This is an optimization exercise on Yosys and OpenROAD, whose aim is small area, not a production implementation. The RTL was checked by simulation tests, not by an equivalence proof against the original design. The flow treats the clock pin as an ideal source, which a real chip does not have. Power and IR drop assume default switching activity.

// uart_fifo_tx
module uart_fifo_tx
  #(
    parameter FIFO_DEPTH=16,
    parameter UART_CDIV=434
    )
   (
    input wire 	     clk,
    input wire 	     n_rst,
    input wire [7:0] data,
    input wire 	     n_wr,
    output wire      n_full,
    output wire      uart_tx
    );
   localparam N = FIFO_DEPTH;
   reg [8*N-1:0]     s;         
   reg [N-1:0] 	     v;         
   reg [7:0] 	     h;         
   reg 		     hv;        
   reg 		     held;      
   reg 		     sending;
   reg 		     tx_out;
   reg [8:0] 	     cnt;
   reg [3:0] 	     idx;
   wire 	     transit = held & ~hv;
   assign n_full = ~(&v) | transit;
   assign uart_tx = tx_out;
   wire 	     wr = ~n_wr & n_full;
   wire 	     take = ~held & (|v);
   wire [N:0] 	     rdy;
   assign rdy[N] = ~hv;
   genvar 	     i;
   generate
      for (i = 0; i < N; i = i + 1) begin : g_rdy
	 assign rdy[i] = ~v[i] | rdy[i+1];
      end
   endgenerate
   wire [8*N-1:0]    s_in = {s[8*N-9:0], data};
   wire [N-1:0]      v_in = {v[N-2:0], wr};
   integer 	     k;
   always @(posedge clk) begin
      for (k = 0; k < N; k = k + 1)
	if (rdy[k]) s[8*k +: 8] <= s_in[8*k +: 8];
      if (rdy[N]) h <= s[8*N-8 +: 8];
   end
   localparam [8:0] CNT_LAST = 9'd19;
   wire 	     bit_end = sending & (cnt[8:4] == CNT_LAST[8:4])
		       & (cnt[2:0] == CNT_LAST[2:0]);
   wire 	     idx_7 = ~idx[3] & (&idx[2:0]);
   wire 	     idx_8 = idx[3] & ~idx[0];
   wire 	     idx_9 = idx[3] & idx[0];
   wire 	     release_h = bit_end & idx_7;
   always @(posedge clk, negedge n_rst) begin
      if (~n_rst) begin
	 v <= 0;
	 hv <= 1'b0;
	 held <= 1'b0;
	 sending <= 1'b0;
	 tx_out <= 1'b1;
	 idx <= 0;
      end
      else begin
	 for (k = 0; k < N; k = k + 1)
	   if (rdy[k]) v[k] <= v_in[k];
	 if (bit_end) idx <= idx_9 ? 4'd0 : idx + 1'b1;
	 if (~hv) hv <= v[N-1];
	 else if (release_h) hv <= 1'b0;
	 if (take) held <= 1'b1;
	 else if (release_h) held <= 1'b0;
	 if (~sending) begin
	    if (take) begin
	       sending <= 1'b1;
	       tx_out <= 1'b0;
	    end
	 end
	 else if (bit_end) begin
	    if (~idx[3]) tx_out <= h[idx[2:0]];
	    else if (idx_8) tx_out <= 1'b1;
	    else if (held | take) tx_out <= 1'b0;
	    else sending <= 1'b0;
	 end
      end
   end
  ...
Size: about 13 I/O pins, roughly 5500 um2 of cells after synthesis.
export LEC_CHECK = 0
export CAP_MARGIN = 20
export CORE_MARGIN = 2
export CORE_UTILIZATION = 40
export CTS_BUF_LIST = sky130_fd_sc_hd__clkbuf_8
export GPL_TIMING_DRIVEN = 0
export SLEW_MARGIN = 20
create_clock -name core_clock -period 10.0 [get_ports {clk}]
standard.sh (not shown) runs the stock make flow with config.mk's settings and CLKGATE_MAP_FILE= SYNTH_SCRIPT=/design/flow/synth_recipe.tcl, a recipe that flattens the netlist after the stock synthesis.
==> flow/flow/run.sh <==
#!/bin/bash
# The standard layout (standard.sh) with these changes:
# - clock tree synthesis without dummy load cells, with clkbuf_4 leaf buffers
#   under a clkbuf_16 root; each clock buffer is then resized to the smallest clkbuf that keeps
#   its clock pins' slew low
#   (flow/post_cts.tcl);
# - port buffers of the smallest buffer cell.
set -euo pipefail
here=$(pwd)
export CTS_ARGS="-sink_clustering_enable -repair_clock_nets -dont_use_dummy_load -root_buf sky130_fd_sc_hd__clkbuf_8 -buf_list sky130_fd_sc_hd__clkbuf_4"
export POST_CTS_TCL="$here/flow/post_cts.tcl"
export CLK_SLEW_TARGET=0.125
export BUFFER_PORTS_ARGS="-buffer_cell sky130_fd_sc_hd__buf_1"
bash standard.sh finish > standard.log 2>&1
==> flow/flow/post_cts.tcl <==
# After clock tree synthesis: give each leaf clock buffer the smallest clkbuf size
# that keeps the slew at every clock pin it drives within CLK_SLEW_TARGET (ns),
# as estimated from the placement, so every flip-flop clock pin keeps a fast
# edge.
set sizes {sky130_fd_sc_hd__clkbuf_1 sky130_fd_sc_hd__clkbuf_2 sky130_fd_sc_hd__clkbuf_4
  sky130_fd_sc_hd__clkbuf_8 sky130_fd_sc_hd__clkbuf_16}
set target $::env(CLK_SLEW_TARGET)

proc sink_slew { inst } {
  set net [[$inst findITerm X] getNet]
  set worst 0.0
  foreach it [$net getITerms] {
    if { [$it isOutputSignal] } { continue }
    set pin [get_pins [[$it getInst] getName]/[[$it getMTerm] getName]]
    set s [get_property $pin slew_max]
    if { $s > $worst } { set worst $s }
  }
  return $worst
}

set bufs {}
foreach inst [[ord::get_db_block] getInsts] {
  if { [string match sky130_fd_sc_hd__clkbuf_* [[$inst getMaster] getName]] } {
    set net [[$inst findITerm X] getNet]
    if { $net ne "NULL" && [$net getSigType] eq "CLOCK" } { lappend bufs $inst }
  }
}
estimate_parasitics -placement
# leaves: buffers that drive no buffer
set leaves {}
set upper {}
foreach inst $bufs {
  set drives_buf 0
  foreach it [[[$inst findITerm X] getNet] getITerms] {
    if { [string match sky130_fd_sc_hd__clkbuf_* [[[$it getInst] getMaster] getName]] && ![$it isOutputSignal] } {
      set drives_buf 1
    }
  }
  if { $drives_buf } { lappend upper $inst } else { lappend leaves $inst }
}
foreach inst $leaves {
  set name [$inst getName]
  set orig [[$inst getMaster] getName]
  set chosen ""
  foreach m $sizes {
    replace_cell $name $m
    estimate_parasitics -placement
    if { [sink_slew $inst] <= $target } { set chosen $m; break }
  }
  if { $chosen eq "" } { set chosen [lindex $sizes end] }
  replace_cell $name $chosen
  puts "post_cts: $name $orig -> $chosen"
}
estimate_parasitics -placement
detailed_placement
check_placement -verbose
Next try:
--- a/flow/flow/run.sh
+++ b/flow/flow/run.sh
@@ -3,6 +3,10 @@
 # - clock tree synthesis without dummy load cells, with clkbuf_4 leaf buffers
-#   under a clkbuf_16 root; each clock buffer is then resized to the smallest clkbuf that keeps
-#   its clock pins' slew low
-#   (flow/post_cts.tcl);
+#   under a clkbuf_8 root; each leaf buffer is then resized to the smallest
+#   clkbuf that keeps the estimated slew at its clock pins within
+#   CLK_SLEW_TARGET ns (flow/post_cts.tcl);
+# - power recovery after global routing, which downsizes cells off the
+#   critical paths;
 # - port buffers of the smallest buffer cell.
+# Each ORFS step writes its full log under orfs/logs/; make's own output goes
+# to standard.log.
 set -euo pipefail
@@ -12,2 +16,3 @@
 export CLK_SLEW_TARGET=0.125
+export RECOVER_POWER=100
 export BUFFER_PORTS_ARGS="-buffer_cell sky130_fd_sc_hd__buf_1"
--- a/flow/config.mk
+++ b/flow/config.mk
@@ -11,3 +11,2 @@
 export CTS_BUF_LIST = sky130_fd_sc_hd__clkbuf_8
-export GPL_TIMING_DRIVEN = 0
 export SLEW_MARGIN = 20
What happened: The changed run passed the timing, DRC and antenna checks. Die area is unchanged. Setup slack gets better by 0.041 ns. Cell count falls by 0.84%. Synthesized area is unchanged. Core utilization decreases by 0.10 points. Power rose by 0.88%.
Next try:
==> flow/flow/run.sh (replaced) <==
#!/bin/bash
# The standard layout (standard.sh) with these changes:
# - clock tree synthesis without dummy load cells, with clkbuf_4 leaf buffers
#   under a clkbuf_16 root; each clock buffer is then resized to the smallest clkbuf that keeps
#   its clock pins' slew low
#   (flow/post_cts.tcl);
# - port buffers of the smallest buffer cell.
set -euo pipefail
here=$(pwd)
export CTS_ARGS="-sink_clustering_enable -repair_clock_nets -dont_use_dummy_load -root_buf sky130_fd_sc_hd__clkbuf_8 -buf_list sky130_fd_sc_hd__clkbuf_4"
export POST_CTS_TCL="$here/flow/post_cts.tcl"
export CLK_SLEW_TARGET=0.115
export BUFFER_PORTS_ARGS="-buffer_cell sky130_fd_sc_hd__buf_1"
bash standard.sh finish > standard.log 2>&1
--- a/flow/flow/post_cts.tcl
+++ b/flow/flow/post_cts.tcl
@@ -1,2 +1,2 @@
-# After clock tree synthesis: give each leaf clock buffer the smallest clkbuf size
+# After clock tree synthesis: give each clock buffer the smallest clkbuf size
 # that keeps the slew at every clock pin it drives within CLK_SLEW_TARGET (ns),
@@ -28,3 +28,3 @@
 estimate_parasitics -placement
-# leaves: buffers that drive no buffer
+# leaves first (buffers that drive no buffer), then the rest
 set leaves {}
@@ -40,3 +40,3 @@
 }
-foreach inst $leaves {
+foreach inst [concat $leaves $upper] {
   set name [$inst getName]
The new run finished with timing, DRC and antenna clean.
Fmax grows slightly.
Combinational power hardly moves.
Routed wire length stays flat.
Next try:
--- a/flow/flow/run.sh
+++ b/flow/flow/run.sh
@@ -11,3 +11,3 @@
 export POST_CTS_TCL="$here/flow/post_cts.tcl"
-export CLK_SLEW_TARGET=0.115
+export CLK_SLEW_TARGET=0.100
 export BUFFER_PORTS_ARGS="-buffer_cell sky130_fd_sc_hd__buf_1"
After rerunning: The changed run completed with no timing, DRC or antenna violations. Clock skew hardly moves. Routed wire length barely changes. First-iteration DRC count goes down by 7.4%. Final cell count stays the same. Sequential power is about the same. Hold slack is about the same. Power rises by 2.6%. Maximum frequency hardly moves. Register-to-register slack hardly moves. Final area grows by 0.68%. Synthesized cell count stays the same.
Next try:
--- a/flow/flow/run.sh
+++ b/flow/flow/run.sh
@@ -11,3 +11,4 @@
 export POST_CTS_TCL="$here/flow/post_cts.tcl"
-export CLK_SLEW_TARGET=0.100
+export CLK_SLEW_TARGET=0.125
+export RECOVER_POWER=100
 export BUFFER_PORTS_ARGS="-buffer_cell sky130_fd_sc_hd__buf_1"
--- a/flow/flow/post_cts.tcl
+++ b/flow/flow/post_cts.tcl
@@ -1,2 +1,2 @@
-# After clock tree synthesis: give each clock buffer the smallest clkbuf size
+# After clock tree synthesis: give each leaf clock buffer the smallest clkbuf size
 # that keeps the slew at every clock pin it drives within CLK_SLEW_TARGET (ns),
@@ -28,3 +28,3 @@
 estimate_parasitics -placement
-# leaves first (buffers that drive no buffer), then the rest
+# leaves: buffers that drive no buffer
 set leaves {}
@@ -40,3 +40,3 @@
 }
-foreach inst [concat $leaves $upper] {
+foreach inst $leaves {
   set name [$inst getName]
Effect: The changed run completed with no timing, DRC or antenna violations. Setup slack gets worse by 0.037 ns. Power decreases by about 5%. Global-route usage hardly moves. Register-to-register slack is about the same. Wire length increases by 0.34%. Final area decreases by 1.3%. Synthesized area does not change.

[afterwards: timing with drivers on the ports]
In the flow no input, the clock included, has a driving cell. The finished layouts below were timed again as built, in two steps. Step 1 sets driving cells, clkbuf_16 on the clock port and buf_2 on the other inputs (assumed; they add their load-dependent delay and slew). Step 2 times the ports against the registers' clock, not the clock port: input delays grow and output delays shrink by t, the midpoint of the rising clock arrivals with the driver on. Slacks: no drivers / after step 1 / after step 2; pairs: no drivers / after step 1.
| run | shift t [ns] | setup slack, ns | worst setup path after step 2 | clock arrival spread, ns | worst data-port slew with drivers (ns) |
|---|---|---|---|---|---|
| the first run | 0.417 | 6.229 / 6.199 / 6.616 | register to output | 0.039 / 0.039 | 0.03 |
| the second run | 0.430 | 6.270 / 6.239 / 6.669 | register to output | 0.038 / 0.037 | 0.03 |
| the third run | 0.380 | 6.313 / 6.278 / 6.657 | register to output | 0.031 / 0.031 | 0.03 |
| the fourth run | 0.388 | 6.307 / 6.271 / 6.659 | register to output | 0.035 / 0.035 | 0.03 |
| the fifth run | 0.430 | 6.270 / 6.239 / 6.669 | register to output | 0.038 / 0.037 | 0.03 |
After both steps every run listed still meets setup and hold.
